This is an optimization exercise on Yosys and OpenROAD, whose aim is a short achievable clock period and few clock cycles, not a production implementation. The RTL was checked by simulation tests, not by an equivalence proof against the original design. Power is estimated from default activity; no workload was simulated.

### flow/config.mk
export PLATFORM = sky130hd
export DESIGN_NAME = black_bean
export DESIGN_NICKNAME = black_bean
export VERILOG_FILES = /design/flow/design.v
export SDC_FILE = /design/flow/constraint.sdc
export NUM_CORES = 4
export LEC_CHECK = 0
export ABC_CLOCK_PERIOD_IN_PS = 1500
export CAP_MARGIN = 20
export CORE_MARGIN = 2
export CORE_UTILIZATION = 40
export SETUP_SLACK_MARGIN = 4
export SLEW_MARGIN = 20
export TNS_END_PERCENT = 100
### flow/constraint.sdc
create_clock -name core_clock -period 5.5 [get_ports {clk}]
set_input_delay 1.1000 -clock core_clock [delete_from_list [all_inputs] [get_ports {clk}]]
set_output_delay 1.1000 -clock core_clock [all_outputs]
set_load 0.01 [all_outputs]
### flow/design.v
`timescale 1ns/1ps
module black_bean(
    clk,
    rst_n,
    IO_MEM_R_DATA,
    IO_MEM_W_DATA,
    IO_MEM_ADDR,
    IO_MEM_R_EN,
    IO_MEM_W_EN
);
input clk, rst_n;
input  [7:0] IO_MEM_R_DATA;
output [7:0] IO_MEM_W_DATA;
output [7:0] IO_MEM_ADDR;
output       IO_MEM_R_EN;
output       IO_MEM_W_EN;
reg [7:0] ar, dr0, dr1, dr2, cr;
reg [7:0] ir;
reg       ir_v;      
reg       ir_raw;    
reg [7:0] ir_pcx;    
reg       ir_sk;     
reg       ir_jc;     
reg       ir_ih;     
reg [7:0] ir_iv;
reg       ph;        
reg k_s1, k_s2, k_s3, k_s4i, k_s4, k_s5, k_s6b, k_s6, k_s7, k_s8, k_s9, k_sc;
reg k_sz;            
reg k_t1, k_t2, k_t3, k_t4, k_t5, k_t6, k_t7, k_tc;
reg k_halt, k_rdalu, k_is62, k_load, k_wr, k_imm, k_nsk;
reg [7:0] ir2;
reg       ir2_v;
reg [7:0] ir2_a;     
reg       ir2_h;     
reg [7:0] ir2_hv;
reg [7:0] addr_q, wdata_q;
reg       wen_q;
reg       halted;
assign IO_MEM_R_EN   = 1'b1;
assign IO_MEM_ADDR   = addr_q;
assign IO_MEM_W_DATA = wdata_q;
assign IO_MEM_W_EN   = wen_q;
wire [7:0] rd = IO_MEM_R_DATA;
wire [7:0] fa = addr_q;         
wire [7:0] fa1 = fa + 8'd1;
wire [7:0] fa2 = fa + 8'd2;
wire [7:0] fa_m1 = fa - 8'd1;
wire [7:0] ir2_a1 = ir2_a + 8'd1;
wire [7:0] ir2_a2 = ir2_a + 8'd2;
wire [7:0] npc = k_sc ? ir_pcx + 8'd1 : ir_pcx;
reg  [8:0] sum;
reg        lt, eq, gt;
reg        alu_stale;
reg        c_add, c_cmp, c_jc, c_lt, c_eq, c_gt, c_ge, c_ne, c_le;
wire [7:0] re = ({8{c_add}} & sum[7:0]) |
                ({8{c_cmp}} & (lt ? 8'h3c : eq ? 8'h3d : 8'h3e)) |
                ({8{c_jc}}  & (eq ? ar : ir_pcx));
wire [7:0] ad = {7'd0, c_add & sum[8]};
wire br_take = (c_lt & !lt) | (c_eq & !eq) | (c_gt & !gt) |
               (c_ge & lt)  | (c_ne & eq)  | (c_le & gt);
wire br_hold = !br_take;
wire [7:0] br = br_hold ? ir_pcx : ar;
localparam NIC = 8;
reg  [7:0] ic_op  [0:NIC-1];
reg  [7:0] ic_val [0:NIC-1];
reg  [NIC-1:0] ic_v;
reg  [2:0] ic_rr;               
reg        ins_v;               
reg  [7:0] ins_op, ins_val;
reg        hit_f, hit_2;
reg  [7:0] hv_f, hv_2;
integer ie;
always @(*) begin
    hit_f = 1'b0; hv_f = 8'h00;
    hit_2 = 1'b0; hv_2 = 8'h00;
    for (ie = 0; ie < NIC; ie = ie + 1) begin
        if (ic_v[ie] && ic_op[ie] == fa) begin
            hit_f = 1'b1;
            hv_f  = hv_f | ic_val[ie];
        end
        if (ic_v[ie] && ic_op[ie] == npc) begin
            hit_2 = 1'b1;
            hv_2  = hv_2 | ic_val[ie];
        end
    end
end
wire [7:0] imm = ir_ih ? ir_iv : rd;
wire [7:0] v = ({8{k_s1 }} & ir)         |
               ({8{k_s2 }} & ir_pcx)     |
               ({8{k_s3 }} & ar)         |
               ({8{k_s4i}} & (dr0 + 8'd1)) |
               ({8{k_s4 }} & dr0)        |
               ({8{k_s5 }} & dr1)        |
               ({8{k_s6b}} & br)         |
               ({8{k_s6 }} & cr)         |
               ({8{k_s7 }} & dr2)        |
               ({8{k_s8 }} & re)         |
               ({8{k_s9 }} & ad)         |
               ({8{k_sc }} & imm);
wire [7:0] wv = k_sz ? 8'h00 : v;    
wire live   = !halted && !ph && ir_v && !ir_raw;
wire stall  = alu_stale && k_rdalu;
wire run    = live && !stall && !k_halt;
wire go_b   = run && (k_load || k_wr);          
wire go_a   = run && !(k_load || k_wr);         
wire jump   = k_t2 && !ir_jc && !(k_is62 && br_hold);
wire a_jump = go_a && jump;
wire a_irx  = go_a && k_t1;
wire a_imm  = go_a && k_imm && !k_t1 && !k_t2;   
wire a_skp  = go_a && k_nsk && !k_imm && !k_t1 && !jump;
wire a_seq  = go_a && !jump && !k_t1 && !k_imm && !k_nsk;
wire a_dec  = !halted && !ph && ir_v && ir_raw;   
wire b_ld   = ph && !wen_q;
wire b_wr   = ph && wen_q;
wire b_jump = b_ld && k_t2;
wire b_irx  = b_ld && k_t1;
wire b_next = ph && !b_jump && !b_irx;
wire i2_ok  = ir2_v && !(b_wr && fa == ir2_a);   
wire hit_2ok = ir2_h && !(b_wr && fa == ir2_a1);
wire bubble  = !halted && !ph && !ir_v;
wire fetch   = bubble || a_seq;
wire xfer    = b_next && i2_ok;
wire refetch = b_next && !i2_ok;
wire f_sc  = (rd[7:4] == 4'hc);
wire f_tr  = (rd[3:0] != 4'h0) && (rd[3] == 1'b0);
wire f_sk  = f_sc && (!f_tr || hit_f);
wire f_jc  = f_sc && (rd[3:0] == 4'h2) && hit_f;
wire x_sc  = (ir2[7:4] == 4'hc);
wire x_tr  = (ir2[3:0] != 4'h0) && (ir2[3] == 1'b0);
wire x_sk  = x_sc && (!x_tr || hit_2ok);
wire x_jc  = x_sc && (ir2[3:0] == 4'h2) && hit_2ok;
wire w_cdd   = go_a && (k_t4 || k_t5 || k_t6);
wire [7:0] ar_next = (go_a && k_t3) ? v : ar;
wire p_take  = fetch && !w_cdd && !alu_stale && (rd == 8'h62) && br_take;
wire cr_imm = go_a && k_t6 && k_sc;
wire cr_ld  = b_ld && k_t6;
wire cr_reg = go_a && k_t6 && !k_sc;
wire [7:0] crn = cr_imm ? imm : cr_ld ? rd : cr;
wire [7:0] nb = xfer ? ir2 : a_dec ? ir : rd;
wire       nh = xfer ? hit_2ok : a_dec ? 1'b0 : hit_f;
wire       nsk = xfer ? x_sk : a_dec ? 1'b0 : f_sk;
wire [3:0] ns = nb[7:4];
wire [3:0] nt = nb[3:0];
wire       ntr = (nt != 4'h0) && (nt[3] == 1'b0);
reg [7:0] addr_e;
always @(*) begin
    if (go_b)
        addr_e = k_load ? ar : (k_sc || k_tc) ? ir_pcx : ar;
    else if (xfer)
        addr_e = x_jc ? ir2_hv : x_sk ? ir2_a2 : ir2_a1;
    else if (a_jump)
        addr_e = k_sc ? imm : v;
    else if (b_jump)
        addr_e = rd;
    else if (a_irx || b_irx || a_imm || a_skp)
        addr_e = npc;
    else if (refetch)
        addr_e = ir2_a;
    else if (fetch)
        addr_e = fa1;
    else
        addr_e = fa;
end
wire [7:0] addr_n = (fetch && p_take) ? ar_next :
                    (fetch && f_jc)   ? hv_f :
                    (fetch && f_sk)   ? fa2 : addr_e;
always @(posedge clk) begin
    sum <= {1'b0, dr0} + {1'b0, dr1};
    lt  <= dr0 < dr1;
    eq  <= dr0 == dr1;
    gt  <= dr0 > dr1;
    c_add <= crn == 8'h11;
    c_cmp <= crn == 8'h01;
    c_jc  <= crn == 8'h10;
    c_lt  <= crn == 8'h01;
    c_eq  <= crn == 8'h02;
    c_gt  <= crn == 8'h03;
    c_ge  <= crn == 8'h04;
    c_ne  <= crn == 8'h05;
    c_le  <= crn == 8'h06;
    addr_q <= addr_n;
    if (!rst_n) begin
        ar <= 8'h00; dr0 <= 8'h00; dr1 <= 8'h00; dr2 <= 8'h00; cr <= 8'h00;
        ir_v    <= 1'b0;
        ph      <= 1'b0;
        ir2_v   <= 1'b0;
        addr_q  <= 8'h00;
        wen_q   <= 1'b0;
        halted  <= 1'b0;
        alu_stale <= 1'b1;
        ic_v    <= {NIC{1'b0}};
        ic_rr   <= 3'd0;
        ins_v   <= 1'b0;
    end else begin
        if (go_a) begin
            if (k_t3) ar  <= v;
            if (k_t4) dr0 <= v;
            if (k_t5) dr1 <= v;
            if (k_t6) cr  <= v;
            if (k_t7) dr2 <= v;
        end
        if (b_ld) begin
            if (k_t3) ar  <= rd;
            if (k_t4) dr0 <= rd;
            if (k_t5) dr1 <= rd;
            if (k_t6) cr  <= rd;
            if (k_t7) dr2 <= rd;
        end
        alu_stale <= (go_a && (k_t4 || k_t5 || cr_reg)) || (b_ld && (k_t4 || k_t5));
        if (live && !stall && k_halt)
            halted <= 1'b1;
        ins_v   <= live && k_imm;
        ins_op  <= fa_m1;
        ins_val <= rd;
        if (ins_v) begin
            ic_op[ic_rr]  <= ins_op;
            ic_val[ic_rr] <= ins_val;
            ic_v[ic_rr]   <= 1'b1;
            ic_rr         <= ic_rr + 3'd1;
        end
        if (b_wr) begin
            for (ie = 0; ie < NIC; ie = ie + 1)
                if (ic_op[ie] == fa_m1) ic_val[ie] <= wdata_q;
        end
        wen_q <= go_b && k_wr;
        ph    <= go_b;
        if (go_b) begin
            ir2    <= rd;
            ir2_a  <= npc;
            ir2_v  <= !k_nsk;
            ir2_h  <= hit_2;
            ir2_hv <= hv_2;
            wdata_q <= wv;
        end
        if (fetch || xfer || a_dec) begin
            ir     <= nb;
            ir_v   <= 1'b1;
            ir_raw <= 1'b0;
            if (!a_dec) begin
                ir_pcx <= xfer ? ir2_a1 : fa1;
                ir_sk  <= nsk;
                ir_jc  <= xfer ? x_jc : (f_jc || p_take);
                ir_ih  <= nh;
                ir_iv  <= xfer ? ir2_hv : hv_f;
            end
            k_s1  <= ns == 4'h1;
            k_s2  <= ns == 4'h2;
            k_s3  <= ns == 4'h3;
            k_s4i <= ns == 4'h4 && nt == 4'h4;
            k_s4  <= ns == 4'h4 && nt != 4'h4;
            k_s5  <= ns == 4'h5;
            k_s6b <= ns == 4'h6 && nt == 4'h2;
            k_s6  <= ns == 4'h6 && nt != 4'h2;
            k_s7  <= ns == 4'h7;
            k_s8  <= ns == 4'h8;
            k_s9  <= ns == 4'h9;
            k_sc  <= ns == 4'hc;
            k_sz  <= ns == 4'hc || ns == 4'hd || ns == 4'he;
            k_t1  <= nt == 4'h1;
            k_t2  <= nt == 4'h2;
            k_t3  <= nt == 4'h3;
            k_t4  <= nt == 4'h4;
            k_t5  <= nt == 4'h5;
            k_t6  <= nt == 4'h6;
            k_t7  <= nt == 4'h7;
            k_tc  <= nt == 4'hc;
            k_halt  <= nb == 8'h00;
            k_rdalu <= ns == 4'h8 || ns == 4'h9 || (ns == 4'h6 && nt == 4'h2);
            k_is62  <= ns == 4'h6 && nt == 4'h2;
            k_load  <= ns == 4'hd && ntr;
            k_wr    <= nt == 4'hc || nt == 4'hd;
            k_imm   <= ns == 4'hc && ntr && !nh;
            k_nsk   <= ns == 4'hc && !nsk;
        end
        if (a_jump || b_jump)
            ir_v   <= 1'b0;
        if (a_irx || b_irx) begin
            ir     <= b_irx ? rd : (k_sc ? imm : v);
            ir_v   <= 1'b1;
            ir_raw <= 1'b1;
            ir_pcx <= npc;
            ir_sk  <= 1'b0;
            ir_jc  <= 1'b0;
            ir_ih  <= 1'b0;
        end
        if (a_imm || a_skp || refetch)
            ir_v   <= 1'b0;
    end
end
endmodule
### flow/run.sh
#!/bin/bash
# synth_recipe.tcl (not shown) runs the flow's synth.tcl, then flattens the netlist and writes it again
# the make line also repeats each setting of config.mk as NAME=value (left out here)
make -C /OpenROAD-flow-scripts/flow DESIGN_CONFIG=/design/flow/config.mk WORK_HOME=/design/flow/orfs CLKGATE_MAP_FILE= SYNTH_SCRIPT=/design/flow/synth_recipe.tcl finish
==> impl_metrics.csv, run 1 <==
group,metric,value,unit
floorplanning,die_w,222,um
logic_synthesis,synth_top_cell_by_area,"edfxtp_1",
route,ant_nets,0,
route,dr.pass1.iters,17,
sta,slew_violations,0,
cells_and_area,syn2layout_area_growth,52.1,%
grt,grt_start_max_net_pins,37,
cells_and_area,nets,2281,
critical_path,critPathKind,"reg2reg",
clock_network,tritoncts,"yes",
cells_and_area,mostFrequentLayoutCells,"buf_4, edfxtp_1, xnor2_1, buf_6, nor2_1",
clock_network,root_buffer,"clkbuf_16",
clock_network,clk_pin_slew,70,ps
cells_and_area,multi_input_comb_area,12400,um^2
sta,period_needed,3200,ps
critical_path,cp_max_fo,6,
place,place_hpwl,50300,um
sta,rsz0062_at_grt,"yes",
floorplanning,core_area,46700,um^2
sta,slew_headroom,0.154,
critical_path,cp.arrival,3680,ps
place,placement.io_buffers,26,
logic_synthesis,ys_seq_area_frac,0.456,
grt,grt_overflow_total,0,
sta,finalSetupTns,0,ps
worst_hold_path,min_from,"ic_v[7]$_SDFFE_PN0P_",
grt,grtUsageTotal,0.337,
clock_network,cts.sinks,317,
critical_path,crit_path_start_kind,"register",
worst_hold_path,hp-class,"reg2reg",
sta,tightest_slew,1250,ps
worst_hold_path,min_delay_worst_endpoint,"ic_v[7]$_SDFFE_PN0P_",
clock_network,clock_path_buffers,3,
route,avgViaCountPerCell,6.50,
sta,hold_ws,539,ps
grt,grt_pass1_vias,17781,
floorplanning,fp.dieH,222,um
logic_synthesis,synthCells,1797,
clock_network,cts_hold_buf,0,
clock_network,cts_buffers,37,
clock_network,h-tree-depth,2,
logic_synthesis,synth.distinct_cells,102,
power,pwr-share-comb,0.401,
critical_path,worst-endpoint-required,5970,ps
logic_synthesis,synth_edf_count,231,
route,via_count,18707,
floorplanning,die_area,49200,um^2
logic_synthesis,synth.area.top_cells,"edfxtp_1, dfxtp_1, xnor2_1, mux2_2, xor2_1",
sta,hold_viol_final,0,
logic_synthesis,avgSynthCellArea,10.6,um^2
power,powerDensity,330,nW/um^2
logic_synthesis,syn_area,19000,um^2
critical_path,r2r_end,"addr_q[5]$_SDFFE_PN0P_",
power,p_leak,0.0107,uW
power,internal_power,6210,uW
route,wire_per_inst,30.4,um
floorplanning,rows,79,
status,status,"no timing/DRC/antenna violations",
place,place.gp.congestion,0.954,
logic_synthesis,synth_top_area_share,0.366,
logic_synthesis,syn-num-nets,1836,
critical_path,cp-end-kind,"register",
route,drcViolationCount,0,
critical_path,r2r_start,"ir2_a[1]$_DFFE_PP_",
sta,finClkSkew,45.1,ps
power,ir_drop,0.242,mV
cells_and_area,ff_latch_area,8730,um^2
logic_synthesis,synth-seq-cells,317,
floorplanning,start_util,0.407,
logic_synthesis,async_flop_share,0,
power,p_clk_frac,0.278,
cells_and_area,layout_commonest_cell,"buf_4",
floorplanning,ios,28,
critical_path,rr_worst_depth,11,
route,first_iter_violations,2710,
power,swShare,0.348,
power,p_seq_frac,0.321,
clock_network,insertion_delay,590,ps
logic_synthesis,ys_warn_count,1,
sta,fmax,0.312,GHz
run,cap_violations,0,
cells_and_area,top_regs,"ic_op: 64 flops, ic_val: 64 flops, sum: 9 flops",
critical_path,rrSetupSlack,2300,ps
worst_hold_path,hold_depth,2,
route,drt_wl_total,87400,um
cells_and_area,fill_cells,3476,
logic_synthesis,synth_top_flop_cell,"edfxtp_1",
cells_and_area,drive_above_1_share,0.470,
grt,grt_first_pass_wirelength,123000,um
grt,grt_antenna_before_repair,2,
sta,finalSetupViolCount,0,
power,netSwitchingPower,3310,uW
sta,fin_crit_sh,0.583,
routing by layer:
layer  vias up  GRT usage  share of wire
met4         2      0.211          0.086
met1      9066      0.422           0.36
met2      1500      0.536           0.45
met3       480     0.0685           0.11
met5         -          0        0.00015
li1       7659          -              -
how the worst max path moves through the flow:
stage / start / endpoint
detailed placement: IO_MEM_R_DATA[6] / addr_q[4]$_SDFFE_PN0P_
CTS: ir2_a[1]$_DFFE_PP_ / addr_q[7]$_SDFFE_PN0P_
floorplan: IO_MEM_R_DATA[3] / addr_q[4]$_SDFFE_PN0P_
global route: ir2_a[1]$_DFFE_PP_ / addr_q[5]$_SDFFE_PN0P_
global placement: IO_MEM_R_DATA[3] / addr_q[3]$_SDFFE_PN0P_
finish: ir2_a[1]$_DFFE_PP_ / addr_q[5]$_SDFFE_PN0P_
cell usage after synthesis (23+ instances only):
| library cell | count |
|---|---|
| a22o_1 | 23 |
| ha_1 | 28 |
| nor3_1 | 31 |
| nor2_1 | 132 |
| xnor2_1 | 172 |
| xor2_1 | 61 |
| nor4_1 | 23 |
| dfxtp_1 | 86 |
| a22oi_1 | 62 |
| buf_2 | 23 |
| clkbuf_1 | 48 |
| a21oi_1 | 86 |
| mux2_2 | 56 |
| mux2i_1 | 39 |
| edfxtp_1 | 231 |
| o21ai_0 | 62 |
| nand2_1 | 114 |
| nand3_1 | 76 |
| inv_1 | 49 |
kinds of logic (layout without fill, tap and decap cells):
logic type / Yosys count / count (layout) / share of synthesized area
simple gates: 513 / 520 / 0.142
compound gates: 420 / 422 / 0.156
flops: 317 / 317 / 0.456
xor+xnor: 242 / 242 / 0.118
buf+inv: 157 / 622 / 0.0399
mux: 118 / 118 / 0.0678
fa+ha+maj: 29 / 29 / 0.0195
other cells: 1 / 3 / 0.000198
critical path, cell delays in order, from the launching register on:
cell and delay (ps):
edfxtp_1 540, ha_4 270, xor2_4 180, o221a_1 250, o2111ai_4 180, o31a_1 330
o31a_4 440, buf_4 170, o21a_4 220, mux2i_2 210, a22oi_1 120, o211ai_1 200
power groups by stage:
stage / sequential, uW / clock [uW] / combinational, uW
3_5_place_dp: 3170 / 0 / 1850
2_1_floorplan: 2930 / 0 / 1460
4_1_cts: 3040 / 2630 / 3130
3_3_place_gp: 3160 / 0 / 1840
6_report: 3050 / 2650 / 3820
5_1_grt: 3060 / 2730 / 3910
cell type report:
cell class	count	share of cell area
Clock buffer	49	0.0365
Antenna cell	2	0.000173
Timing Repair Buffer	501	0.189
Multi-Input combinational cell	1332	0.429
Clock inverter	19	0.00772
Inverter	53	0.00928
Sequential cell	317	0.302
Tap cell	607	0.0263
stage by stage:
stage | cell area [um^2] | worst slack, ps | cells | power (uW) | util
finish | 28900 | 2300 | 2880 | 9520 | 0.619
global route | 28900 | 2230 | 2878 | 9700 | 0.619
CTS | 27000 | 2380 | 2763 | 8800 | 0.578
detailed placement | 20700 | 1580 | 2364 | 5020 | 0.444
global placement | 20700 | 1540 | 2364 | 5000 | 0.444
floorplan | 20200 | 2680 | 1797 | 4380 | -
timing repair:
| action | CTS | global route |
|---|---|---|
| endpoints found under the setup margin | 480 | 454 |
| pin swaps | 151 | 122 |
| gates cloned | 22 | 3 |
| gates resized for setup | 515 | 186 |
| setup buffers | 309 | 112 |
| endpoints found under the hold margin | 0 | 0 |
Testbench counts, summed over its fixed seeds: cycles 272,325.
==> run 2: changes to the inputs <==
--- a/flow/design.v
+++ b/flow/design.v
@@ -19,6 +19,7 @@
 reg       ir_v;      
 reg       ir_raw;    
 reg [7:0] ir_pcx;    
+reg [7:0] ir_pcx1;   
 reg       ir_sk;     
 reg       ir_jc;     
 reg       ir_ih;     
@@ -28,11 +29,16 @@
 reg k_sz;            
 reg k_t1, k_t2, k_t3, k_t4, k_t5, k_t6, k_t7, k_tc;
 reg k_halt, k_rdalu, k_is62, k_load, k_wr, k_imm, k_nsk;
+reg k_war, k_wpc;    
 reg [7:0] ir2;
 reg       ir2_v;
 reg [7:0] ir2_a;     
 reg       ir2_h;     
 reg [7:0] ir2_hv;
+reg [7:0] ir2_a1;    
+reg [7:0] ir2_nx;    
+reg       ir2_sk, ir2_jc;
+reg [7:0] wa_m1;     
 reg [7:0] addr_q, wdata_q;
 reg       wen_q;
 reg       halted;
@@ -45,9 +51,9 @@
 wire [7:0] fa1 = fa + 8'd1;
 wire [7:0] fa2 = fa + 8'd2;
 wire [7:0] fa_m1 = fa - 8'd1;
-wire [7:0] ir2_a1 = ir2_a + 8'd1;
-wire [7:0] ir2_a2 = ir2_a + 8'd2;
-wire [7:0] npc = k_sc ? ir_pcx + 8'd1 : ir_pcx;
+wire [7:0] npc  = k_sc ? ir_pcx1 : ir_pcx;
+wire [7:0] npc1 = npc + 8'd1;
+wire [7:0] npc2 = npc + 8'd2;
 reg  [8:0] sum;
 reg        lt, eq, gt;
 reg        alu_stale;
@@ -115,8 +121,7 @@
 wire b_jump = b_ld && k_t2;
 wire b_irx  = b_ld && k_t1;
 wire b_next = ph && !b_jump && !b_irx;
-wire i2_ok  = ir2_v && !(b_wr && fa == ir2_a);   
-wire hit_2ok = ir2_h && !(b_wr && fa == ir2_a1);
+wire i2_ok  = ir2_v && !(b_wr && (fa == ir2_a || (ir2_h && fa == ir2_a1)));
 wire bubble  = !halted && !ph && !ir_v;
 wire fetch   = bubble || a_seq;
 wire xfer    = b_next && i2_ok;
@@ -125,10 +130,8 @@
 wire f_tr  = (rd[3:0] != 4'h0) && (rd[3] == 1'b0);
 wire f_sk  = f_sc && (!f_tr || hit_f);
 wire f_jc  = f_sc && (rd[3:0] == 4'h2) && hit_f;
-wire x_sc  = (ir2[7:4] == 4'hc);
-wire x_tr  = (ir2[3:0] != 4'h0) && (ir2[3] == 1'b0);
-wire x_sk  = x_sc && (!x_tr || hit_2ok);
-wire x_jc  = x_sc && (ir2[3:0] == 4'h2) && hit_2ok;
+wire x_sk  = f_sc && (!f_tr || hit_2);
+wire x_jc  = f_sc && (rd[3:0] == 4'h2) && hit_2;
 wire w_cdd   = go_a && (k_t4 || k_t5 || k_t6);
 wire [7:0] ar_next = (go_a && k_t3) ? v : ar;
 wire p_take  = fetch && !w_cdd && !alu_stale && (rd == 8'h62) && br_take;
@@ -137,33 +140,30 @@
 wire cr_reg = go_a && k_t6 && !k_sc;
 wire [7:0] crn = cr_imm ? imm : cr_ld ? rd : cr;
 wire [7:0] nb = xfer ? ir2 : a_dec ? ir : rd;
-wire       nh = xfer ? hit_2ok : a_dec ? 1'b0 : hit_f;
-wire       nsk = xfer ? x_sk : a_dec ? 1'b0 : f_sk;
+wire       nh = xfer ? ir2_h : a_dec ? 1'b0 : hit_f;
+wire       nsk = xfer ? ir2_sk : a_dec ? 1'b0 : f_sk;
 wire [3:0] ns = nb[7:4];
 wire [3:0] nt = nb[3:0];
 wire       ntr = (nt != 4'h0) && (nt[3] == 1'b0);
-reg [7:0] addr_e;
-always @(*) begin
-    if (go_b)
-        addr_e = k_load ? ar : (k_sc || k_tc) ? ir_pcx : ar;
-    else if (xfer)
-        addr_e = x_jc ? ir2_hv : x_sk ? ir2_a2 : ir2_a1;
-    else if (a_jump)
-        addr_e = k_sc ? imm : v;
-    else if (b_jump)
-        addr_e = rd;
-    else if (a_irx || b_irx || a_imm || a_skp)
-        addr_e = npc;
-    else if (refetch)
-        addr_e = ir2_a;
-    else if (fetch)
-        addr_e = fa1;
-    else
-        addr_e = fa;
-end
-wire [7:0] addr_n = (fetch && p_take) ? ar_next :
-                    (fetch && f_jc)   ? hv_f :
-                    (fetch && f_sk)   ? fa2 : addr_e;
+wire hold   = halted || (!ph && ir_v && (ir_raw || stall || k_halt));
+wire s_fpt  = fetch && p_take;
+wire s_fjc  = fetch && f_jc;
+wire s_fsk  = fetch && f_sk && !f_jc;
+wire s_f1   = fetch && !f_sk && !p_take;
+wire s_npc  = a_irx || b_irx || a_imm || a_skp;
+wire [7:0] addr_n = ({8{go_b && k_war}}     & ar)      |
+                    ({8{go_b && k_wpc}}     & ir_pcx)  |
+                    ({8{xfer}}              & ir2_nx)  |
+                    ({8{a_jump && k_sc}}    & imm)     |
+                    ({8{a_jump && !k_sc}}   & v)       |
+                    ({8{b_jump}}            & rd)      |
+                    ({8{s_npc}}             & npc)     |
+                    ({8{refetch}}           & ir2_a)   |
+                    ({8{s_fpt}}             & ar_next) |
+                    ({8{s_fjc}}             & hv_f)    |
+                    ({8{s_fsk}}             & fa2)     |
+                    ({8{s_f1}}              & fa1)     |
+                    ({8{hold}}              & fa);
 always @(posedge clk) begin
     sum <= {1'b0, dr0} + {1'b0, dr1};
     lt  <= dr0 < dr1;
@@ -220,17 +220,22 @@
         end
         if (b_wr) begin
             for (ie = 0; ie < NIC; ie = ie + 1)
-                if (ic_op[ie] == fa_m1) ic_val[ie] <= wdata_q;
+                if (ic_op[ie] == wa_m1) ic_val[ie] <= wdata_q;
         end
         wen_q <= go_b && k_wr;
         ph    <= go_b;
         if (go_b) begin
             ir2    <= rd;
             ir2_a  <= npc;
+            ir2_a1 <= npc1;
             ir2_v  <= !k_nsk;
             ir2_h  <= hit_2;
             ir2_hv <= hv_2;
+            ir2_sk <= x_sk;
+            ir2_jc <= x_jc;
+            ir2_nx <= x_jc ? hv_2 : x_sk ? npc2 : npc1;
             wdata_q <= wv;
+            wa_m1  <= k_wpc ? ir_pcx - 8'd1 : ar - 8'd1;
         end
         if (fetch || xfer || a_dec) begin
             ir     <= nb;
@@ -238,8 +243,9 @@
             ir_raw <= 1'b0;
             if (!a_dec) begin
                 ir_pcx <= xfer ? ir2_a1 : fa1;
+                ir_pcx1 <= xfer ? ir2_a1 + 8'd1 : fa2;
                 ir_sk  <= nsk;
-                ir_jc  <= xfer ? x_jc : (f_jc || p_take);
+                ir_jc  <= xfer ? ir2_jc : (f_jc || p_take);
                 ir_ih  <= nh;
                 ir_iv  <= xfer ? ir2_hv : hv_f;
             end
@@ -271,6 +277,9 @@
             k_wr    <= nt == 4'hc || nt == 4'hd;
             k_imm   <= ns == 4'hc && ntr && !nh;
             k_nsk   <= ns == 4'hc && !nsk;
+            k_war   <= (ns == 4'hd && ntr) ||
+                       ((nt == 4'hd) && (ns != 4'hc));
+            k_wpc   <= (nt == 4'hc) || ((nt == 4'hd) && (ns == 4'hc));
         end
         if (a_jump || b_jump)
             ir_v   <= 1'b0;
@@ -279,6 +288,7 @@
             ir_v   <= 1'b1;
             ir_raw <= 1'b1;
             ir_pcx <= npc;
+            ir_pcx1 <= npc1;
             ir_sk  <= 1'b0;
             ir_jc  <= 1'b0;
             ir_ih  <= 1'b0;
==> run 2 against run 1 <==
Against the previous run:
- register-to-register slack improved by 140 ps
- largest power group is now sequential cells
- largest cell class unchanged
- critical path depth rose by 1
- still clean on timing, DRC and antenna
- critical path type unchanged
- worst hold slack got worse by 59 ps
==> impl_metrics.csv, run 2 <==
group,metric,value,unit
status,status,"no timing/DRC/antenna violations",
grt,grt_overflow_total,0,
floorplanning,die_w,227,um
route,dr.pass1.iters,10,
clock_network,insertion_delay,580,ps
sta,slew_headroom,0.387,
logic_synthesis,synthCells,1877,
grt,grt_start_max_net_pins,61,
route,drcViolationCount,0,
critical_path,cp_cell_sequence,"buf_12 > mux2i_4 > buf_4 > xor2_1 > nand3_1 > nor3_4 > nor4_2 > a31o_4 > inv_4 > mux2_4 > a211o_1 > nand3_1",
logic_synthesis,synth_edf_count,266,
logic_synthesis,synth_commonest_cells,"edfxtp_1, xnor2_1, nand2_1",
sta,rsz0062_at_grt,"yes",
logic_synthesis,synth.distinct_cells,77,
cells_and_area,nets,2322,
logic_synthesis,yosysMostFrequentCell,"edfxtp_1",
grt,grt_antenna_before_repair,2,
critical_path,worst-endpoint-required,5940,ps
critical_path,cp_max_fo,8,
floorplanning,core_area,49100,um^2
critical_path,crit_path_start_kind,"register",
sta,fmax,0.326,GHz
critical_path,cp.arrival,3500,ps
logic_synthesis,ys_warn_count,1,
sta,finalSetupTns,0,ps
grt,grt_pass1_vias,17925,
grt,grtUsageTotal,0.332,
floorplanning,die_area,51600,um^2
place,placement.io_buffers,26,
clock_network,cts_buffers,41,
floorplanning,rows,81,
sta,finClkSkew,26.5,ps
clock_network,clk_pin_slew,70,ps
clock_network,h-tree-depth,2,
clock_network,tritoncts,"yes",
route,first_iter_violations,3331,
sta,fin_crit_sh,0.558,
clock_network,clock_path_buffers,3,
logic_synthesis,async_flop_share,0,
place,place_hpwl,53300,um
logic_synthesis,ys_seq_area_frac,0.488,
cells_and_area,mostFrequentLayoutCells,"edfxtp_1, buf_4, xnor2_1, buf_6, nand2_1",
sta,finalSetupViolCount,0,
cells_and_area,final_cells,2979,
logic_synthesis,synth_top_flop_cell,"edfxtp_1",
worst_hold_path,hp-class,"reg2reg",
sta,hold_viol_final,0,
logic_synthesis,syn-num-nets,1918,
cells_and_area,layout_commonest_cell,"edfxtp_1",
clock_network,cts.sinks,352,
route,ant_nets,0,
critical_path,crit_top_cell,"nand3_1",
clock_network,cts_hold_buf,0,
sta,period_needed,3070,ps
cells_and_area,drive_above_1_share,0.449,
grt,grt_first_pass_wirelength,123000,um
floorplanning,start_util,0.406,
route,wire_per_inst,30.3,um
critical_path,max_stage_delay,400,ps
route,drt_wl_total,90400,um
cells_and_area,stdcell_area,30000,um^2
power,powerDensity,286,nW/um^2
power,p_leak,0.0112,uW
place,place.gp.congestion,1.00,
critical_path,cp-end-kind,"register",
critical_path,critPathKind,"reg2reg",
logic_synthesis,synth.area.top_cells,"edfxtp_1, dfxtp_1, xnor2_1, mux2_2, xor2_1",
logic_synthesis,avgSynthCellArea,10.6,um^2
floorplanning,fp.dieH,227,um
clock_network,root_buffer,"clkbuf_16",
sta,tightest_slew,917,ps
cells_and_area,final_core_util,0.611,
route,via_count,19158,
logic_synthesis,synth_top_area_share,0.401,
logic_synthesis,syn_area,19900,um^2
logic_synthesis,synth-seq-cells,352,
floorplanning,ios,28,
sta,setup_slack,2430,ps
place,place_inst,2486,
power,ir_drop,0.223,mV
place,place_area,21900,um^2
run,cap_violations,0,
logic_synthesis,synth_top_cell_by_area,"edfxtp_1",
route,avgViaCountPerCell,6.43,
critical_path,slowest_stage,"edfxtp_1",
cells_and_area,syn2layout_area_growth,50.4,%
place,dp_worst_setup_slack,1510,ps
sta,slew_violations,0,
-- run 2: cell count changes after synthesis, sizes merged, moves of 12 or more --
cell / previous run / this run
nand2: 116 / 162
a31oi: 11 / 46
edfxtp: 231 / 266
nor2: 132 / 102
nand4: 20 / 45
o21ai: 72 / 96
a21oi: 87 / 64
nor4: 35 / 15
nand3: 78 / 62
or4: 17 / 1
clkbuf: 49 / 63
or2: 5 / 18
xor2: 65 / 77
-- run 2: cell families after synthesis --
group / synth area share
adder cells (fa/ha/maj): 0.0199
other: 0.000188
flip-flops: 0.488
AO/OA/AOI/OAI: 0.136
buffers and inverters: 0.0349
multiplexers: 0.0692
AND/OR/NAND/NOR: 0.137
XOR/XNOR: 0.115
-- run 2: metrics by stage --
step	power (uW)	hold slack (ps)
floorplan	4220	449
global placement	4650	461
detailed placement	4660	467
CTS	8170	480
global route	8720	514
finish	8560	480
-- run 2: worst paths after layout --
| kind | cells after the start | endpoint | from | slack, ps |
|---|---|---|---|---|
| hold reg to reg | 1 | wen_q$_SDFF_PN0_ | k_wr$_DFFE_PP_ | 480 |
| setup / recovery | 12 | ir2_nx[4]$_DFFE_PP_ | k_sc$_DFFE_PP_ | 2430 |
| hold / removal | 1 | wen_q$_SDFF_PN0_ | k_wr$_DFFE_PP_ | 480 |
| setup reg to reg | 12 | ir2_nx[4]$_DFFE_PP_ | k_sc$_DFFE_PP_ | 2430 |
-- run 2: area by class of cell --
type	count	area (um^2)
multi-input cells	1377	12500
well taps	664	831
repair inverters	2	36.3
diodes	3	7.51
clock inverters	19	196
inverters	52	295
clock buffers	55	1200
flip-flops and latches	352	9790
fillers	3704	19100
repair buffers	455	5120
-- run 2: power breakdown --
group	internal, uW	leakage [uW]	switching (uW)	total [uW]
clock	1690	0.000683	1210	2900
combinational	1120	0.00738	1210	2330
sequential	3080	0.00317	256	3340
-- run 2: routing by layer --
layer	up-vias	part of all wire	wire [um]	track usage
met5	-	0	0	0
met1	9422	0.38	34500	0.453
met3	391	0.13	11800	0.0874
met2	1550	0.43	38800	0.495
met4	0	0.058	5230	0.149
li1	7795	-	-	-
-- run 2: worst max-delay path: cells and delay by family (launching register included) --
| family | cells | cell delay, ps |
|---|---|---|
| flops | 1 | 400 |
| simple gates | 4 | 710 |
| compound gates | 2 | 510 |
| mux | 2 | 600 |
| buf+inv | 3 | 490 |
| xor+xnor | 1 | 190 |
-- run 2: timing repair --
item / in CTS / in global routing
gates cloned: 23 / 5
buffers inserted: 300 / 88
pin swaps: 170 / 162
gates resized for setup: 529 / 224
endpoints found under the setup margin: 553 / 476
Testbench counts of run 2, summed over its fixed seeds: cycles 272,325.
==> run 3: changes to the inputs <==
--- a/flow/design.v
+++ b/flow/design.v
@@ -102,7 +102,7 @@
                ({8{k_s7 }} & dr2)        |
                ({8{k_s8 }} & re)         |
                ({8{k_s9 }} & ad)         |
-               ({8{k_sc }} & imm);
+               ({8{k_sc }} & ir_iv);
 wire [7:0] wv = k_sz ? 8'h00 : v;    
 wire live   = !halted && !ph && ir_v && !ir_raw;
 wire stall  = alu_stale && k_rdalu;
@@ -133,7 +133,7 @@
 wire x_sk  = f_sc && (!f_tr || hit_2);
 wire x_jc  = f_sc && (rd[3:0] == 4'h2) && hit_2;
 wire w_cdd   = go_a && (k_t4 || k_t5 || k_t6);
-wire [7:0] ar_next = (go_a && k_t3) ? v : ar;
+wire [7:0] ar_next = (go_a && k_t3) ? v : ar;    
 wire p_take  = fetch && !w_cdd && !alu_stale && (rd == 8'h62) && br_take;
 wire cr_imm = go_a && k_t6 && k_sc;
 wire cr_ld  = b_ld && k_t6;
@@ -192,14 +192,14 @@
         ic_rr   <= 3'd0;
         ins_v   <= 1'b0;
     end else begin
-        if (go_a) begin
+        if (go_a && !k_imm) begin
             if (k_t3) ar  <= v;
             if (k_t4) dr0 <= v;
             if (k_t5) dr1 <= v;
             if (k_t6) cr  <= v;
             if (k_t7) dr2 <= v;
         end
-        if (b_ld) begin
+        if (b_ld || (go_a && k_imm)) begin
             if (k_t3) ar  <= rd;
             if (k_t4) dr0 <= rd;
             if (k_t5) dr1 <= rd;
@@ -284,7 +284,7 @@
         if (a_jump || b_jump)
             ir_v   <= 1'b0;
         if (a_irx || b_irx) begin
-            ir     <= b_irx ? rd : (k_sc ? imm : v);
+            ir     <= (b_irx || k_imm) ? rd : v;
             ir_v   <= 1'b1;
             ir_raw <= 1'b1;
             ir_pcx <= npc;
==> run 3 against run 2 <==
Against the previous run:
- count of clock-buffer cells in the layout is 1 lower
- largest power group unchanged
- non-clock buffer count is 32 higher
- maximum frequency is 4.4% lower
- worst hold slack better by 9.0 ps
- utilization is 1.3 points higher
- combinational power is 4% higher
- highest routed layer unchanged
==> impl_metrics.csv, run 3 <==
group,metric,value,unit
clock_network,h-tree-depth,2,
place,place_hpwl,52300,um
sta,tightest_slew,714,ps
power,pwr-share-comb,0.279,
route,drt_wl_total,92000,um
clock_network,cts.sinks,352,
status,status,"no timing/DRC/antenna violations",
logic_synthesis,synthCells,1951,
place,placement.io_buffers,26,
floorplanning,die_w,230,um
sta,period_needed,3210,ps
logic_synthesis,synth_commonest_cells,"edfxtp_1, xnor2_1, nor2_1",
clock_network,clk_pin_slew,60,ps
cells_and_area,nets,2408,
route,avgViaCountPerCell,6.35,
floorplanning,ios,28,
clock_network,tritoncts,"yes",
grt,use_met2,0.486,
grt,grt_antenna_before_repair,1,
clock_network,insertion_delay,590,ps
logic_synthesis,syn_area,20500,um^2
floorplanning,start_util,0.407,
grt,grt_overflow_total,0,
sta,finalSetupViolCount,0,
sta,hold_viol_final,0,
logic_synthesis,synth_edf_count,266,
route,via_count,19494,
sta,slew_headroom,0.523,
cells_and_area,syn2layout_area_growth,53.3,%
critical_path,worst-endpoint-required,5830,ps
power,internal_power,5960,uW
sta,finClkSkew,27.3,ps
floorplanning,core_area,50300,um^2
power,netSwitchingPower,2720,uW
grt,met1_usage,0.428,
grt,grt_first_pass_wirelength,125000,um
logic_synthesis,avgSynthCellArea,10.5,um^2
cells_and_area,mostFrequentLayoutCells,"edfxtp_1, buf_4, xnor2_1, buf_6, nor2_1",
clock_network,root_buffer,"clkbuf_16",
logic_synthesis,yosysMostFrequentCell,"edfxtp_1",
power,swShare,0.313,
floorplanning,rows,82,
critical_path,cp-end-kind,"register",
grt,grt.busiest_layer,"met2",
power,p_leak,0.0117,uW
run,cap_violations,0,
worst_hold_path,hp-class,"reg2reg",
sta,finalSetupTns,0,ps
sta,fin_crit_sh,0.583,
cells_and_area,final_core_util,0.624,
cells_and_area,drive_above_1_share,0.474,
critical_path,crit_path_start_kind,"register",
grt,grt_start_max_net_pins,31,
cells_and_area,n_antenna_cell,0,
critical_path,cp_max_fo,5,
place,place.gp.congestion,0.964,
clock_network,cts_buffers,41,
route,first_iter_violations,2547,
logic_synthesis,synth_top_flop_cell,"edfxtp_1",
logic_synthesis,synth.area.top_cells,"edfxtp_1, xnor2_1, dfxtp_1, mux2_2, nor2_1",
sta,fmax,0.312,GHz
logic_synthesis,synth-seq-cells,352,
power,p_seq_frac,0.387,
clock_network,clock_path_buffers,3,
cells_and_area,top_regs,"ic_op: 64 flops, ic_val: 64 flops, sum: 9 flops",
logic_synthesis,synth.distinct_cells,86,
logic_synthesis,ys_warn_count,1,
route,wire_per_inst,30.0,um
floorplanning,fp.dieH,230,um
sta,rsz0062_at_grt,"yes",
route,dr.pass1.iters,6,
logic_synthesis,ys_seq_area_frac,0.475,
power,p_clk_frac,0.334,
logic_synthesis,syn-num-nets,1992,
sta,slew_violations,0,
critical_path,cp.arrival,3540,ps
sta,hold_ws,489,ps
floorplanning,die_area,53000,um^2
power,ir_drop,0.263,mV
route,ant_nets,0,
logic_synthesis,async_flop_share,0,
grt,grt_pass1_vias,18453,
logic_synthesis,synth_top_cell_by_area,"edfxtp_1",
route,drcViolationCount,0,
critical_path,critPathKind,"reg2reg",
grt,grtUsageMet3,0.0873,
logic_synthesis,synth_top_area_share,0.391,
grt,grtUsageTotal,0.322,
power,powerDensity,277,nW/um^2
cells_and_area,layout_commonest_cell,"edfxtp_1",
[run 3: layer usage]
metal | part of all wire | vias up
met1 | 0.37 | 9585
met5 | 0 | -
li1 | - | 8045
met3 | 0.13 | 412
met4 | 0.062 | 0
met2 | 0.43 | 1452
[run 3: metrics by stage]
stage               power (uW)  std cells  instance area [um^2]  setup slack [ps]
finish                    8680       3068                 31400              2290
global route              8840       3068                 31400              2250
CTS                       8220       2935                 28900              2390
detailed placement        4710       2553                 22400              1240
global placement          4690       2553                 22400              1360
floorplan                 4250       1951                 22100              2050
[run 3: what timing repair did]
action | 4_1_cts | 5_1_grt
pin swaps | 150 | 188
buffers inserted | 285 | 123
resized for setup | 568 | 298
endpoints found under the hold margin | 0 | 0
endpoints found under the setup margin | 548 | 516
hold buffers | 0 | 0
cloned | 25 | 10
[run 3: final cells by class]
class                           count  area [um^2]
Fill cell                        3702        18900
Multi-Input combinational cell   1426        13300
Sequential cell                   352         9780
Timing Repair Buffer              487         5740
Clock buffer                       54         1190
Tap cell                          672          841
Inverter                           57          307
Clock inverter                     18          203
Timing Repair inverter              2         40.0
[run 3: kinds of logic (layout without fill, tap and decap cells)]
group           after synthesis  in the layout  share of synthesized area
simple gates                585            592                      0.146
compound gates              422            422                      0.141
flops                       352            352                      0.475
xor+xnor                    259            259                      0.112
buf+inv                     180            618                     0.0386
mux                         121            121                     0.0684
fa+ha+maj                    31             31                     0.0193
other cells                   1              1                   0.000183
[run 3: critical path, cell delays in order (launching register included)]
cell and delay (ps):
edfxtp_1 440, buf_4 170, buf_6 130, mux2i_4 370, inv_2 160, xnor2_2 190, nand3_2 140, nor4_4 370
nor4_4 70, and3_4 190, nor2_4 140, mux2_4 310, mux2_4 250
[run 3: power by group through the flow]
stage | registers (uW) | clock network (uW) | logic (uW)
after floorplan | 3230 | 0 | 1030
after global routing | 3360 | 3000 | 2480
after CTS | 3330 | 2890 | 1990
after global placement | 3460 | 0 | 1220
after detailed placement | 3460 | 0 | 1240
final | 3360 | 2900 | 2420
[run 3: worst paths after layout]
kind	slack, ps	cells past startpoint	endpoint	startpoint
max	2290	12	ir2_nx[6]$_DFFE_PP_	k_sc$_DFFE_PP_
min	490	2	ic_v[6]$_SDFFE_PN0P_	ic_v[6]$_SDFFE_PN0P_
max reg2reg	2290	12	ir2_nx[6]$_DFFE_PP_	k_sc$_DFFE_PP_
min reg2reg	490	2	ic_v[6]$_SDFFE_PN0P_	ic_v[6]$_SDFFE_PN0P_
Testbench counts of run 3, summed over its fixed seeds: cycles 272,325.
==> run 4: changes to the inputs <==
--- a/flow/design.v
+++ b/flow/design.v
@@ -178,12 +178,87 @@
     c_ge  <= crn == 8'h04;
     c_ne  <= crn == 8'h05;
     c_le  <= crn == 8'h06;
-    addr_q <= addr_n;
+    ins_op  <= fa_m1;
+    ins_val <= rd;
+    if (ins_v) begin
+        ic_op[ic_rr]  <= ins_op;
+        ic_val[ic_rr] <= ins_val;
+    end
+    if (b_wr) begin
+        for (ie = 0; ie < NIC; ie = ie + 1)
+            if (ic_op[ie] == wa_m1) ic_val[ie] <= wdata_q;
+    end
+    if (!ph) begin
+        ir2    <= rd;
+        ir2_a  <= npc;
+        ir2_a1 <= npc1;
+        ir2_v  <= !k_nsk;
+        ir2_h  <= hit_2;
+        ir2_hv <= hv_2;
+        ir2_sk <= x_sk;
+        ir2_jc <= x_jc;
+        ir2_nx <= x_jc ? hv_2 : x_sk ? npc2 : npc1;
+        wdata_q <= wv;
+        wa_m1  <= k_wpc ? ir_pcx - 8'd1 : ar - 8'd1;
+    end
+    if (fetch || xfer || a_dec) begin
+        ir     <= nb;
+        ir_raw <= 1'b0;
+        if (!a_dec) begin
+            ir_pcx  <= xfer ? ir2_a1 : fa1;
+            ir_pcx1 <= xfer ? ir2_a1 + 8'd1 : fa2;
+            ir_sk   <= nsk;
+            ir_jc   <= xfer ? ir2_jc : (f_jc || p_take);
+            ir_ih   <= nh;
+            ir_iv   <= xfer ? ir2_hv : hv_f;
+        end
+        k_s1  <= ns == 4'h1;
+        k_s2  <= ns == 4'h2;
+        k_s3  <= ns == 4'h3;
+        k_s4i <= ns == 4'h4 && nt == 4'h4;
+        k_s4  <= ns == 4'h4 && nt != 4'h4;
+        k_s5  <= ns == 4'h5;
+        k_s6b <= ns == 4'h6 && nt == 4'h2;
+        k_s6  <= ns == 4'h6 && nt != 4'h2;
+        k_s7  <= ns == 4'h7;
+        k_s8  <= ns == 4'h8;
+        k_s9  <= ns == 4'h9;
+        k_sc  <= ns == 4'hc;
+        k_sz  <= ns == 4'hc || ns == 4'hd || ns == 4'he;
+        k_t1  <= nt == 4'h1;
+        k_t2  <= nt == 4'h2;
+        k_t3  <= nt == 4'h3;
+        k_t4  <= nt == 4'h4;
+        k_t5  <= nt == 4'h5;
+        k_t6  <= nt == 4'h6;
+        k_t7  <= nt == 4'h7;
+        k_tc  <= nt == 4'hc;
+        k_halt  <= nb == 8'h00;
+        k_rdalu <= ns == 4'h8 || ns == 4'h9 || (ns == 4'h6 && nt == 4'h2);
+        k_is62  <= ns == 4'h6 && nt == 4'h2;
+        k_load  <= ns == 4'hd && ntr;
+        k_wr    <= nt == 4'hc || nt == 4'hd;
+        k_imm   <= ns == 4'hc && ntr && !nh;
+        k_nsk   <= ns == 4'hc && !nsk;
+        k_war   <= (ns == 4'hd && ntr) ||
+                   ((nt == 4'hd) && (ns != 4'hc));
+        k_wpc   <= (nt == 4'hc) || ((nt == 4'hd) && (ns == 4'hc));
+    end
+    if (a_irx || b_irx) begin
+        ir      <= (b_irx || k_imm) ? rd : v;
+        ir_raw  <= 1'b1;
+        ir_pcx  <= npc;
+        ir_pcx1 <= npc1;
+        ir_sk   <= 1'b0;
+        ir_jc   <= 1'b0;
+        ir_ih   <= 1'b0;
+    end
+end
+always @(posedge clk) begin
     if (!rst_n) begin
         ar <= 8'h00; dr0 <= 8'h00; dr1 <= 8'h00; dr2 <= 8'h00; cr <= 8'h00;
         ir_v    <= 1'b0;
         ph      <= 1'b0;
-        ir2_v   <= 1'b0;
         addr_q  <= 8'h00;
         wen_q   <= 1'b0;
         halted  <= 1'b0;
@@ -209,92 +284,18 @@
         alu_stale <= (go_a && (k_t4 || k_t5 || cr_reg)) || (b_ld && (k_t4 || k_t5));
         if (live && !stall && k_halt)
             halted <= 1'b1;
-        ins_v   <= live && k_imm;
-        ins_op  <= fa_m1;
-        ins_val <= rd;
+        ins_v <= live && k_imm;
         if (ins_v) begin
-            ic_op[ic_rr]  <= ins_op;
-            ic_val[ic_rr] <= ins_val;
-            ic_v[ic_rr]   <= 1'b1;
-            ic_rr         <= ic_rr + 3'd1;
-        end
-        if (b_wr) begin
-            for (ie = 0; ie < NIC; ie = ie + 1)
-                if (ic_op[ie] == wa_m1) ic_val[ie] <= wdata_q;
-        end
-        wen_q <= go_b && k_wr;
-        ph    <= go_b;
-        if (go_b) begin
-            ir2    <= rd;
-            ir2_a  <= npc;
-            ir2_a1 <= npc1;
-            ir2_v  <= !k_nsk;
-            ir2_h  <= hit_2;
-            ir2_hv <= hv_2;
-            ir2_sk <= x_sk;
-            ir2_jc <= x_jc;
-            ir2_nx <= x_jc ? hv_2 : x_sk ? npc2 : npc1;
-            wdata_q <= wv;
-            wa_m1  <= k_wpc ? ir_pcx - 8'd1 : ar - 8'd1;
-        end
-        if (fetch || xfer || a_dec) begin
-            ir     <= nb;
-            ir_v   <= 1'b1;
-            ir_raw <= 1'b0;
-            if (!a_dec) begin
-                ir_pcx <= xfer ? ir2_a1 : fa1;
-                ir_pcx1 <= xfer ? ir2_a1 + 8'd1 : fa2;
-                ir_sk  <= nsk;
-                ir_jc  <= xfer ? ir2_jc : (f_jc || p_take);
-                ir_ih  <= nh;
-                ir_iv  <= xfer ? ir2_hv : hv_f;
-            end
-            k_s1  <= ns == 4'h1;
-            k_s2  <= ns == 4'h2;
-            k_s3  <= ns == 4'h3;
-            k_s4i <= ns == 4'h4 && nt == 4'h4;
-            k_s4  <= ns == 4'h4 && nt != 4'h4;
-            k_s5  <= ns == 4'h5;
-            k_s6b <= ns == 4'h6 && nt == 4'h2;
-            k_s6  <= ns == 4'h6 && nt != 4'h2;
-            k_s7  <= ns == 4'h7;
-            k_s8  <= ns == 4'h8;
-            k_s9  <= ns == 4'h9;
-            k_sc  <= ns == 4'hc;
-            k_sz  <= ns == 4'hc || ns == 4'hd || ns == 4'he;
-            k_t1  <= nt == 4'h1;
-            k_t2  <= nt == 4'h2;
-            k_t3  <= nt == 4'h3;
-            k_t4  <= nt == 4'h4;
-            k_t5  <= nt == 4'h5;
-            k_t6  <= nt == 4'h6;
-            k_t7  <= nt == 4'h7;
-            k_tc  <= nt == 4'hc;
-            k_halt  <= nb == 8'h00;
-            k_rdalu <= ns == 4'h8 || ns == 4'h9 || (ns == 4'h6 && nt == 4'h2);
-            k_is62  <= ns == 4'h6 && nt == 4'h2;
-            k_load  <= ns == 4'hd && ntr;
-            k_wr    <= nt == 4'hc || nt == 4'hd;
-            k_imm   <= ns == 4'hc && ntr && !nh;
-            k_nsk   <= ns == 4'hc && !nsk;
-            k_war   <= (ns == 4'hd && ntr) ||
-                       ((nt == 4'hd) && (ns != 4'hc));
-            k_wpc   <= (nt == 4'hc) || ((nt == 4'hd) && (ns == 4'hc));
-        end
-        if (a_jump || b_jump)
-            ir_v   <= 1'b0;
-        if (a_irx || b_irx) begin
-            ir     <= (b_irx || k_imm) ? rd : v;
-            ir_v   <= 1'b1;
-            ir_raw <= 1'b1;
-            ir_pcx <= npc;
-            ir_pcx1 <= npc1;
-            ir_sk  <= 1'b0;
-            ir_jc  <= 1'b0;
-            ir_ih  <= 1'b0;
+            ic_v[ic_rr] <= 1'b1;
+            ic_rr       <= ic_rr + 3'd1;
         end
-        if (a_imm || a_skp || refetch)
-            ir_v   <= 1'b0;
+        addr_q <= addr_n;
+        wen_q  <= go_b && k_wr;
+        ph     <= go_b;
+        if (fetch || xfer || a_dec || a_irx || b_irx)
+            ir_v <= 1'b1;
+        if (a_jump || b_jump || a_imm || a_skp || refetch)
+            ir_v <= 1'b0;
     end
 end
 endmodule
==> run 4 against run 3 <==
Against the previous run:
- still clean on timing, DRC and antenna
- synthesized area is 1.3% lower
- sequential share of layout area increased by 1.1 points
- global-route usage fell by 0.82 points
- final cell count fell by 1.1%
- combinational power increased to 3.8 times the previous value
- flip-flop and latch count is the same
- count of clock-buffer cells in the layout is 4 higher
- die area fell by 1.3%
- clock skew down 8.6 ps
- maximum frequency is 4.0% higher
- wire length down 5.8%
- critical endpoint is now ir2_nx[6]$_DFFE_PN_
- largest cell class unchanged
- highest routed layer unchanged
==> impl_metrics.csv, run 4 <==
group,metric,value,unit
power,pwr-share-comb,0.546,
route,wire_per_inst,28.6,um
sta,tightest_slew,761,ps
logic_synthesis,synth-seq-cells,352,
logic_synthesis,async_flop_share,0,
clock_network,clock_path_buffers,3,
cells_and_area,layout_commonest_cell,"buf_4",
logic_synthesis,ys_seq_area_frac,0.472,
sta,slew_violations,0,
power,total_power,16700,uW
clock_network,root_buffer,"clkbuf_16",
clock_network,insertion_delay,580,ps
logic_synthesis,syn-num-nets,1950,
power,p_leak,0.0111,uW
sta,period_needed,3080,ps
grt,grt_start_max_net_pins,56,
grt,grtUsageTotal,0.313,
worst_hold_path,hp-class,"reg2reg",
critical_path,cp.arrival,3420,ps
grt,grt_first_pass_wirelength,122000,um
power,swShare,0.412,
logic_synthesis,synth_edf_count,248,
logic_synthesis,yosysMostFrequentCell,"edfxtp_1",
cells_and_area,n_antenna_cell,0,
place,place.gp.congestion,0.934,
grt,grt_pass1_vias,17889,
sta,fmax,0.324,GHz
place,placement.io_buffers,26,
clock_network,cts_buffers,41,
cells_and_area,mostFrequentLayoutCells,"buf_4, edfxtp_1, xnor2_1, nor2_1, buf_6",
cells_and_area,final_cells,3034,
power,netSwitchingPower,6880,uW
floorplanning,fp.dieH,229,um
sta,slew_headroom,0.493,
cells_and_area,final_core_util,0.596,
run,cap_violations,0,
cells_and_area,top_regs,"ic_op: 64 flops, ic_val: 64 flops, sum: 9 flops",
critical_path,worst-endpoint-required,5840,ps
route,ant_nets,0,
sta,finalSetupTns,0,ps
logic_synthesis,synth_top_cell_by_area,"edfxtp_1",
route,drt_wl_total,86700,um
sta,rsz0062_at_grt,"yes",
clock_network,cts.sinks,352,
critical_path,cp-end-kind,"register",
logic_synthesis,synthCells,1910,
route,avgViaCountPerCell,6.18,
logic_synthesis,synth_top_area_share,0.369,
floorplanning,die_w,229,um
logic_synthesis,ys_warn_count,1,
floorplanning,ios,28,
logic_synthesis,syn_area,20200,um^2
route,via_count,18735,
place,place_inst,2515,
clock_network,cts_hold_buf,0,
sta,finalSetupViolCount,0,
place,place_hpwl,53300,um
logic_synthesis,synth.distinct_cells,80,
power,p_clk_frac,0.172,
clock_network,h-tree-depth,2,
cells_and_area,fill_cells,3950,
status,status,"no timing/DRC/antenna violations",
logic_synthesis,synth_commonest_cells,"edfxtp_1, nor2_1, xnor2_1",
floorplanning,die_area,52300,um^2
critical_path,cp_max_fo,8,
power,p_seq_frac,0.282,
critical_path,crit_path_start_kind,"register",
clock_network,clk_pin_slew,70,ps
logic_synthesis,synth.area.top_cells,"edfxtp_1, dfxtp_1, xnor2_1, mux2_2, xor2_1",
power,internal_power,9810,uW
cells_and_area,syn2layout_area_growth,47.5,%
sta,fin_crit_sh,0.561,
clock_network,tritoncts,"yes",
sta,hold_viol_final,0,
route,dr.pass1.iters,9,
route,drcViolationCount,0,
power,ir_drop,0.278,mV
logic_synthesis,avgSynthCellArea,10.6,um^2
cells_and_area,drive_above_1_share,0.449,
power,powerDensity,560,nW/um^2
route,first_iter_violations,2379,
sta,finClkSkew,18.7,ps
cells_and_area,nets,2369,
cells_and_area,stdcell_area,29800,um^2
floorplanning,start_util,0.404,
floorplanning,core_area,50000,um^2
logic_synthesis,synth_top_flop_cell,"edfxtp_1",
grt,grt_overflow_total,0,
grt,grt_antenna_before_repair,0,
critical_path,critPathKind,"reg2reg",
floorplanning,rows,82,
place,place_area,22000,um^2
[run 4: final timing paths]
kind | slack (ps) | cells past startpoint | endpoint | from
worst max register to register | 2420 | 12 | ir2_nx[6]$_DFFE_PN_ | k_sc$_DFFE_PP_
worst max-delay path | 2420 | 12 | ir2_nx[6]$_DFFE_PN_ | k_sc$_DFFE_PP_
worst min-delay path | 520 | 2 | ir_iv[4]$_DFFE_PP_ | ir2_hv[4]$_DFFE_PN_
worst min register to register | 520 | 2 | ir_iv[4]$_DFFE_PP_ | ir2_hv[4]$_DFFE_PN_
[run 4: logic make-up (layout without fill, tap and decap cells)]
| logic type | count (synthesis) | in the layout | share of synthesized area |
|---|---|---|---|
| AOI/OAI and AO/OA | 397 | 398 | 0.141 |
| xor gates and xnor gates | 260 | 260 | 0.113 |
| adders and majority gates | 30 | 30 | 0.0190 |
| buffers and inverters | 167 | 616 | 0.0361 |
| DFF | 352 | 352 | 0.472 |
| muxes | 142 | 142 | 0.0814 |
| other | 1 | 1 | 0.000186 |
| and+or+nand+nor | 561 | 563 | 0.138 |
[run 4: final cells by class]
cell class,count,area (um^2),share of cell area
Multi-Input combinational cell,1394,12500,0.420
Sequential cell,352,9610,0.323
Timing Repair Buffer,488,5130,0.172
Clock buffer,58,1200,0.0404
Tap cell,672,841,0.0282
Inverter,50,269,0.00903
Clock inverter,18,200,0.00672
Timing Repair inverter,2,15.0,0.000504
[run 4: power by group through the flow]
stage | Clock (uW) | Sequential, uW | Combinational (uW)
floorplan | 0 | 4200 | 4110
global placement | 0 | 5170 | 4700
detailed placement | 0 | 5160 | 4750
CTS | 2890 | 4620 | 7620
global route | 2980 | 4730 | 9430
finish | 2880 | 4700 | 9110
[run 4: per-layer routing]
metal,track usage,vias up,wire (um)
met5,0,-,0
li1,-,7954,-
met4,0.150,0,5130
met1,0.418,9286,34200
met2,0.491,1174,39000
met3,0.0596,321,8350
[run 4: metrics by stage]
| step | hold WS, ps | worst slack, ps |
|---|---|---|
| after floorplan | 451 | 2500 |
| after global placement | 507 | 1250 |
| after detailed placement | 506 | 1160 |
| after CTS | 523 | 2540 |
| after global routing | 536 | 2340 |
| final | 520 | 2420 |
[run 4: what timing repair did]
item                       4_1_cts  5_1_grt
pin swaps                      132      111
gates cloned                     9        8
buffers inserted               315      111
setup endpoints to repair      508      427
resized for setup              473      226
[run 4: worst max-delay path, stage by stage (launching register included)]
cell,delay (ps)
edfxtp_1,410
buf_12,190
mux2i_4,330
clkinvlp_4,160
buf_4,160
buf_4,130
xnor2_1,150
and4_4,290
nor4_4,60
buf_4,160
a211oi_4,310
buf_4,170
mux2_2,310
Testbench counts of run 4, summed over its fixed seeds: cycles 272,325.
==> run 5: changes to the inputs <==
--- a/flow/design.v
+++ b/flow/design.v
@@ -39,7 +39,9 @@
 reg [7:0] ir2_nx;    
 reg       ir2_sk, ir2_jc;
 reg [7:0] wa_m1;     
+reg       ir2_bad;   
 reg [7:0] addr_q, wdata_q;
+reg [7:0] fl;        
 reg       wen_q;
 reg       halted;
 assign IO_MEM_R_EN   = 1'b1;
@@ -50,10 +52,12 @@
 wire [7:0] fa = addr_q;         
 wire [7:0] fa1 = fa + 8'd1;
 wire [7:0] fa2 = fa + 8'd2;
-wire [7:0] fa_m1 = fa - 8'd1;
+wire [7:0] fa_m1 = fl - 8'd1;
 wire [7:0] npc  = k_sc ? ir_pcx1 : ir_pcx;
 wire [7:0] npc1 = npc + 8'd1;
 wire [7:0] npc2 = npc + 8'd2;
+wire       hit_2 = k_sc ? hit_b : hit_a;
+wire [7:0] hv_2  = k_sc ? hv_b : hv_a;
 reg  [8:0] sum;
 reg        lt, eq, gt;
 reg        alu_stale;
@@ -73,20 +77,25 @@
 reg  [2:0] ic_rr;               
 reg        ins_v;               
 reg  [7:0] ins_op, ins_val;
-reg        hit_f, hit_2;
-reg  [7:0] hv_f, hv_2;
+reg        hit_f, hit_a, hit_b;
+reg  [7:0] hv_f, hv_a, hv_b;
 integer ie;
 always @(*) begin
     hit_f = 1'b0; hv_f = 8'h00;
-    hit_2 = 1'b0; hv_2 = 8'h00;
+    hit_a = 1'b0; hv_a = 8'h00;
+    hit_b = 1'b0; hv_b = 8'h00;
     for (ie = 0; ie < NIC; ie = ie + 1) begin
-        if (ic_v[ie] && ic_op[ie] == fa) begin
+        if (ic_v[ie] && ic_op[ie] == fl) begin
             hit_f = 1'b1;
             hv_f  = hv_f | ic_val[ie];
         end
-        if (ic_v[ie] && ic_op[ie] == npc) begin
-            hit_2 = 1'b1;
-            hv_2  = hv_2 | ic_val[ie];
+        if (ic_v[ie] && ic_op[ie] == ir_pcx) begin
+            hit_a = 1'b1;
+            hv_a  = hv_a | ic_val[ie];
+        end
+        if (ic_v[ie] && ic_op[ie] == ir_pcx1) begin
+            hit_b = 1'b1;
+            hv_b  = hv_b | ic_val[ie];
         end
     end
 end
@@ -121,7 +130,7 @@
 wire b_jump = b_ld && k_t2;
 wire b_irx  = b_ld && k_t1;
 wire b_next = ph && !b_jump && !b_irx;
-wire i2_ok  = ir2_v && !(b_wr && (fa == ir2_a || (ir2_h && fa == ir2_a1)));
+wire i2_ok  = ir2_v && !(b_wr && ir2_bad);
 wire bubble  = !halted && !ph && !ir_v;
 wire fetch   = bubble || a_seq;
 wire xfer    = b_next && i2_ok;
@@ -200,6 +209,8 @@
         ir2_nx <= x_jc ? hv_2 : x_sk ? npc2 : npc1;
         wdata_q <= wv;
         wa_m1  <= k_wpc ? ir_pcx - 8'd1 : ar - 8'd1;
+        ir2_bad <= k_wpc ? (ir_pcx == npc || (hit_2 && ir_pcx == npc1))
+                         : (ar == npc || (hit_2 && ar == npc1));
     end
     if (fetch || xfer || a_dec) begin
         ir     <= nb;
@@ -260,6 +271,7 @@
         ir_v    <= 1'b0;
         ph      <= 1'b0;
         addr_q  <= 8'h00;
+        fl      <= 8'h01;
         wen_q   <= 1'b0;
         halted  <= 1'b0;
         alu_stale <= 1'b1;
@@ -290,6 +302,7 @@
             ic_rr       <= ic_rr + 3'd1;
         end
         addr_q <= addr_n;
+        fl     <= addr_n;
         wen_q  <= go_b && k_wr;
         ph     <= go_b;
         if (fetch || xfer || a_dec || a_irx || b_irx)
==> run 5 against run 4 <==
Against the previous run:
- design area is 17% higher
- synthesized area up 9.7%
- utilization grew 3.8 points
- clock skew rose by 15 ps
- still clean on timing, DRC and antenna
- total power up 14%
- largest cell class unchanged
- worst hold slack improved by 14 ps
- sequential power barely moved
- critical path depth fell by 3
==> impl_metrics.csv, run 5 <==
group,metric,value,unit
status,status,"no timing/DRC/antenna violations",
floorplanning,ios,28,
cells_and_area,syn2layout_area_growth,57.0,%
power,netSwitchingPower,8220,uW
power,powerDensity,548,nW/um^2
logic_synthesis,ys_warn_count,1,
logic_synthesis,synth_commonest_cells,"xnor2_1, edfxtp_1, nor2_1",
sta,finalSetupTns,0,ps
cells_and_area,nets,2800,
clock_network,cts.sinks,354,
critical_path,cp.arrival,3290,ps
logic_synthesis,synth-seq-cells,354,
critical_path,slowest_stage,"edfxtp_1",
cells_and_area,mostFrequentLayoutCells,"buf_4, edfxtp_1, xnor2_1, buf_6, nor2_1",
sta,tightest_slew,809,ps
logic_synthesis,synth_top_area_share,0.338,
floorplanning,fp.dieH,239,um
route,ant_nets,0,
grt,grt_first_pass_wirelength,149000,um
sta,slew_violations,0,
cells_and_area,ff_latch_area,9670,um^2
sta,finClkSkew,33.5,ps
clock_network,h-tree-depth,2,
grt,grt_overflow_total,0,
cells_and_area,top_regs,"ic_op: 64 flops, ic_val: 64 flops, sum: 9 flops",
logic_synthesis,synth.distinct_cells,91,
clock_network,tritoncts,"yes",
cells_and_area,fill_cells,3985,
cells_and_area,stdcell_area,34800,um^2
route,drcViolationCount,0,
clock_network,clk_pin_slew,60,ps
grt,grtUsageTotal,0.359,
route,dr.pass1.iters,7,
grt,grt_start_max_net_pins,63,
place,placement.io_buffers,26,
clock_network,root_buffer,"clkbuf_16",
floorplanning,die_area,57300,um^2
run,cap_violations,0,
sta,fin_crit_sh,0.534,
critical_path,cp_cell_sequence,"buf_12 > xnor2_1 > nand3_1 > nor3_4 > or4_4 > nor4_4 > nor3_4 > mux2_4 > mux2_4",
floorplanning,die_w,239,um
critical_path,cp-end-kind,"register",
logic_synthesis,synth.area.top_cells,"edfxtp_1, xnor2_1, dfxtp_1, mux2_2, nor2_1",
route,drt_wl_total,110000,um
cells_and_area,layout_commonest_cell,"buf_4",
sta,finalSetupViolCount,0,
power,pwr-share-comb,0.603,
grt,grt_pass1_vias,21401,
worst_hold_path,hp-class,"reg2reg",
## run 5: changes by cell type in the layout (fill, tap and decap cells not counted), moves of 13 or more
cell,previous run,this run
xnor2_1,145,228
nand2_1,87,100
xor2_1,93,37
buf_4,253,354
buf_6,137,179
a22o_1,10,27
nor3_4,19,36
nand4_1,43,56
xnor2_2,15,54
a21oi_4,1,14
a21oi_2,17,37
buf_12,56,90
## run 5: per-stage QoR
stage | power (uW) | setup WS [ps]
5_1_grt | 19400 | 2570
4_1_cts | 16800 | 2680
3_5_place_dp | 10900 | 1570
6_report | 19000 | 2560
2_1_floorplan | 9170 | 2510
3_3_place_gp | 10900 | 1550
## run 5: worst paths after layout
check / start / endpoint / slack (ps) / cells past startpoint
max reg2reg: ir_pcx1[5]$_DFFE_PP_ / ir2_nx[2]$_DFFE_PN_ / 2560 / 9
min: ir_jc$_SDFFE_PN0P_ / ir_jc$_SDFFE_PN0P_ / 530 / 2
min reg2reg: ir_jc$_SDFFE_PN0P_ / ir_jc$_SDFFE_PN0P_ / 530 / 2
max: ir_pcx1[5]$_DFFE_PP_ / ir2_nx[2]$_DFFE_PN_ / 2560 / 9
## run 5: worst register-to-register path: stages (launching register included)
cell	delay, ps
edfxtp_1	420
buf_12	180
xnor2_1	280
nand3_1	180
nor3_4	400
or4_4	220
nor4_4	50
nor3_4	380
mux2_4	350
mux2_4	250
## run 5: layout make-up
cell class | instances | area share
repair buffers | 674 | 0.207
well taps | 704 | 0.0253
clock buffers | 51 | 0.0317
inverters | 60 | 0.00846
repair inverters | 2 | 0.000720
clock inverters | 24 | 0.00658
flip-flops and latches | 354 | 0.278
multi-input cells | 1626 | 0.442
## run 5: routing by layer
metal,part of all wire,GRT usage,vias up,routed length (um)
li1,-,-,9269,-
met4,0.072,0.184,2,7880
met2,0.41,0.518,1943,45000
met3,0.14,0.123,578,15700
met5,0.00016,0,-,17
met1,0.37,0.476,11200,40900
## run 5: what timing repair did
action / in CTS / in global routing
endpoints found under the setup margin: 535 / 437
setup buffers: 446 / 161
gates resized for setup: 582 / 303
hold buffers: 0 / 0
gates cloned: 19 / 4
pin swaps: 180 / 149
## run 5: power by group through the flow
stage	Sequential [uW]	Clock (uW)	Combinational [uW]
finish	4720	2830	11500
detailed placement	5350	0	5590
floorplan	4110	0	5050
global placement	5350	0	5540
global route	4730	2930	11700
CTS	4620	2800	9410
## run 5: logic make-up after synthesis
group                    Yosys count  synth area share
buffers and inverters            264            0.0506
multiplexers                     144            0.0710
adder cells (fa/ha/maj)           31            0.0179
other                              1          0.000169
flip-flops                       354             0.433
XOR/XNOR                         333             0.132
AO/OA/AOI/OAI                    457             0.147
AND/OR/NAND/NOR                  649             0.149
Testbench counts of run 5, summed over its fixed seeds: cycles 272,325.
